This is an optimization exercise on Yosys and OpenROAD, whose aim is small area and a short achievable clock period, not a production implementation.
Where RTL was checked, it was by simulation tests only, not by an equivalence proof against the original.
Power figures rest on the tool's default switching activity, not on a simulated workload.

Setup of the previous run:
==> module PRBS31_Seed_Checker, before the edit <==
module PRBS31_Seed_Checker(
    input clock,
    input reset,
    input pulse,
    input [3:0] channel,
    input [15:0] injectErrorCount,
    input [31:0] DataIn,
    output [17:0] shortErrorCount,
    output [127+128:0] dataOut
    );
localparam [31:0] MAGIC = 32'h7009a0b2;
localparam [31:0] SEED  = 32'h1f044a52;
localparam [31:0] QINIT = 32'hffffd000;    
localparam [1:0] IDLE = 2'd0, CHECK = 2'd1, IFS2 = 2'd2, SYNC = 2'd3;
reg [31:0] Dh;           
reg [31:0] DO;           
reg [31:0] DE;           
reg        rd;           
reg        ld;           
reg        sv;           
reg [1:0]  state;
reg [3:0]  cnt;
reg [31:0] Q;            
reg [15:0] NOLD;         
reg        RELINK;
reg [17:0] ECL;          
reg        cy;           
reg        clr_d;        
reg [31:0] R;            
reg [5:0]  popR;         
reg        errR;         
reg        oEF;
reg [3:0]  och;
reg [47:0] oTS;
reg [15:0] omatch;
reg [31:0] oDE, oDO, oBE;
reg [58:0] oEC;
wire [31:0] nxt = {DE[7]^DE[1], DE[31:29]^DE[6:4]^DE[3:1], DE[31:4]^DE[28:1]};
wire [31:0] seeds = rd ? 32'd0 : ld ? SEED : sv ? nxt : DE;
wire [31:0] BE = sv ? (DE ^ DO) : 32'd0;
wire        EF = sv & errR;
wire [47:0] TS = rd ? 48'd0 : oTS + 48'd1;
wire [40:0] ECH = clr_d ? 41'd0 : oEC[58:18] + {40'd0, cy};
wire [58:0] EC = {ECH, ECL};
wire [63:0] Data_reg = {Dh, DO};    
wire        z35_5 = ~|Data_reg[35:5];
wire        eqz   = ~|Data_reg[63:36] & ~|Data_reg[4:1];
wire        T = ~(z35_5 & (Data_reg[4] == eqz));
wire        magic = (Dh == MAGIC);
wire        anyerr = |diff;
wire        relink = (Q == {16'd0, injectErrorCount});
wire [31:0] diff = seeds ^ Dh;
wire [5:0]  pop = diff[0] + diff[1] + diff[2] + diff[3] + diff[4] + diff[5] + diff[6] + diff[7] + diff[8] + diff[9] + diff[10] + diff[11] + diff[12] + diff[13] + diff[14] + diff[15] + diff[16] + diff[17] + diff[18] + diff[19] + diff[20] + diff[21] + diff[22] + diff[23] + diff[24] + diff[25] + diff[26] + diff[27] + diff[28] + diff[29] + diff[30] + diff[31];
wire [5:0]  count = sv ? popR : 6'd0;
wire [18:0] ecsum = {1'b0, ECL} + {13'd0, count};
wire        clr = pulse | reset;
always @(posedge clock) begin
    Dh <= DataIn;
    DO <= rd ? 32'd0 : Dh;
    popR <= pop;
    errR <= anyerr;
    DE <= seeds;
    rd <= reset;
    ECL <= clr ? 18'd0 : ecsum[17:0];
    cy <= ~clr & ecsum[18];
    clr_d <= clr;
end
always @(posedge clock) begin
    ld <= 1'b0;
    sv <= 1'b0;
    if (reset) begin
        state <= IDLE;
        NOLD <= 16'd0;
        RELINK <= 1'b0;
    end else
    case (state)
    IDLE: begin
        cnt <= 4'd0;
        Q <= QINIT;
        state <= CHECK;
    end
    CHECK: begin
        if (T) begin
            cnt <= cnt + 4'd1;
            if (cnt == 4'd14) state <= IFS2;
        end
    end
    IFS2: begin
        if (magic) begin
            ld <= 1'b1;
            if (~RELINK) NOLD <= ~injectErrorCount;
            else RELINK <= 1'b0;
            state <= SYNC;
        end else if (!T)
            state <= CHECK;
    end
    SYNC: begin
        sv <= 1'b1;
        if (anyerr) Q <= Q + 32'd1;
        if (relink) begin
            state <= IDLE;
            RELINK <= 1'b1;
        end
    end
    endcase
end
wire [223:0] rec = {EF, 4'd0, TS, 16'd0, DE, DO, BE, EC};
wire [15:0] match;
add16 add16_inst(.a(injectErrorCount), .b(NOLD), .s(match));
wire [31:0] crc_r, crc;
crc_rest crc_rest_inst(.d(rec), .y(crc_r));
crc_late crc_late_inst(.r(crc_r), .ch(channel), .m(match), .y(crc));
always @(posedge clock) begin
    R <= crc;
    oEF <= EF;
    och <= channel;
    oTS <= TS;
    omatch <= match;
    oDE <= DE;
    oDO <= DO;
    oBE <= BE;
    oEC <= EC;
end
assign dataOut = {oEF, och, oTS, omatch, oDE, oDO, oBE, oEC, R};
assign shortErrorCount = ECL;
endmodule
clock: 25.0 ns
lec_check: 0
cap_margin: 20
core_margin: 2
core_utilization: 40
place_density: 0.6
setup_slack_margin: 1.0
slew_margin: 20
synth_hierarchical: 1
synth_minimum_keep_size: 0
standard.sh (not shown) runs the stock make flow with config.mk's settings and CLKGATE_MAP_FILE= SYNTH_SCRIPT=/design/flow/synth_recipe.tcl, a recipe that flattens the netlist after the stock synthesis.
==> flow/flow/run.sh <==
#!/bin/bash
# Layout flow: the standard synthesis unchanged, then the standard layout
# with smaller port buffers and clock buffers, synthesis buffers removed, and
# timing repair aimed at a tighter setup margin (the SDC is unchanged).
set -euo pipefail
bash standard.sh synth > synth.log 2>&1
bash standard.sh SETUP_SLACK_MARGIN=18 REMOVE_ABC_BUFFERS=1 \
  "BUFFER_PORTS_ARGS=-buffer_cell sky130_fd_sc_hd__buf_1" \
  CTS_BUF_LIST=sky130_fd_sc_hd__clkbuf_8 finish > layout.log 2>&1
Edits applied to the flow inputs when going from the previous run to the current run:
--- a/flow/design.v
+++ b/flow/design.v
@@ -1862,5 +1862,4 @@
 reg        clr_d;        
 reg [31:0] R;            
-reg [5:0]  popR;         
 reg        errR;         
 reg        oEF;
@@ -1868,5 +1867,6 @@
 reg [47:0] oTS;
 reg [15:0] omatch;
-reg [31:0] oDE, oDO, oBE;
+reg [31:0] oDE, oDO;
+reg        osv;          
 reg [58:0] oEC;
 wire [31:0] nxt = {DE[7]^DE[1], DE[31:29]^DE[6:4]^DE[3:1], DE[31:4]^DE[28:1]};
@@ -1882,9 +1882,8 @@
 wire        T = ~(z35_5 & (Data_reg[4] == eqz));
 wire        magic = (Dh == MAGIC);
+wire [31:0] diff = seeds ^ Dh;
 wire        anyerr = |diff;
 wire        relink = (Q == {16'd0, injectErrorCount});
-wire [31:0] diff = seeds ^ Dh;
-wire [5:0]  pop = diff[0] + diff[1] + diff[2] + diff[3] + diff[4] + diff[5] + diff[6] + diff[7] + diff[8] + diff[9] + diff[10] + diff[11] + diff[12] + diff[13] + diff[14] + diff[15] + diff[16] + diff[17] + diff[18] + diff[19] + diff[20] + diff[21] + diff[22] + diff[23] + diff[24] + diff[25] + diff[26] + diff[27] + diff[28] + diff[29] + diff[30] + diff[31];
-wire [5:0]  count = sv ? popR : 6'd0;
+wire [5:0]  count = BE[0] + BE[1] + BE[2] + BE[3] + BE[4] + BE[5] + BE[6] + BE[7] + BE[8] + BE[9] + BE[10] + BE[11] + BE[12] + BE[13] + BE[14] + BE[15] + BE[16] + BE[17] + BE[18] + BE[19] + BE[20] + BE[21] + BE[22] + BE[23] + BE[24] + BE[25] + BE[26] + BE[27] + BE[28] + BE[29] + BE[30] + BE[31];
 wire [18:0] ecsum = {1'b0, ECL} + {13'd0, count};
 wire        clr = pulse | reset;
@@ -1892,5 +1891,4 @@
     Dh <= DataIn;
     DO <= rd ? 32'd0 : Dh;
-    popR <= pop;
     errR <= anyerr;
     DE <= seeds;
@@ -1953,7 +1951,8 @@
     oDE <= DE;
     oDO <= DO;
-    oBE <= BE;
+    osv <= sv;
     oEC <= EC;
 end
+wire [31:0] oBE = osv ? (oDE ^ oDO) : 32'd0;
 assign dataOut = {oEF, och, oTS, omatch, oDE, oDO, oBE, oEC, R};
 assign shortErrorCount = ECL;
Findings:
Row count grows slightly when moving from the previous run to the current run. The share of total power in sequential cells number comes out lower for the previous run vs the current run. Final instance area: the current run worse than the previous run. Clock period minus final worst setup slack: the current run vs the previous run up 0.025 ns. Min number of global-route vias before repair across the current run and the previous run: the previous run. Going from the previous run to the current run, the signal arrival time at the worst endpoint was found to have gone up by 0.03 ns. NOTE: average detailed-routed wire length per instance in the current run exceeds that of the previous run. The previous run leaves more setup margin than the current run. Re final cell utilization of the core: the previous run was higher than the current run. Number of placed instances, taps included was higher in the run labelled the current run. Share of power burned in the clock network (lower): the current run. The post-CTS setup repair buffer count reported for the current run is greater than that of the previous run by 3. The final reports for the current run and the previous run show die extent in x higher in the former.
No functional check of the RTL was part of the current run.

## port drivers added, routing unchanged
The results above use ideal ports. As a check the final layouts listed here were re-extracted and re-timed, cells and wires unchanged.
Step 1 (the two cells are an assumption about what drives the block):
set clk [get_ports {clock}]
set_driving_cell -lib_cell sky130_fd_sc_hd__clkbuf_16 $clk
set_driving_cell -lib_cell sky130_fd_sc_hd__buf_2 [delete_from_list [all_inputs] $clk]
Step 2 moves the port delays by t, midway between the first and last clock arrival at a register: inputs arrive t later, outputs are due t later. That takes back most of the time a late clock gives input paths.
Slacks: ideal / step 1 / step 2; pairs: ideal / step 1.
| run | t, ns | slack for setup (ns) | worst hold slack (ns) | clock arrival spread, ns | slew at the worst register clock pin (ns) |
|---|---|---|---|---|---|
| the previous run | 0.748 | 18.081 / 18.105 / 17.373 | 0.504 / 0.504 / 0.504 | 0.040 / 0.040 | 0.08 / 0.08 |
| the current run | 0.748 | 18.055 / 18.055 / 17.307 | 0.437 / 0.437 / 0.437 | 0.079 / 0.079 | 0.08 / 0.08 |
After both steps every run listed still meets setup and hold. For the current run, which loses most, drivers alone change the setup slack by 0.000 ns; drivers and shift together by -0.748 ns.
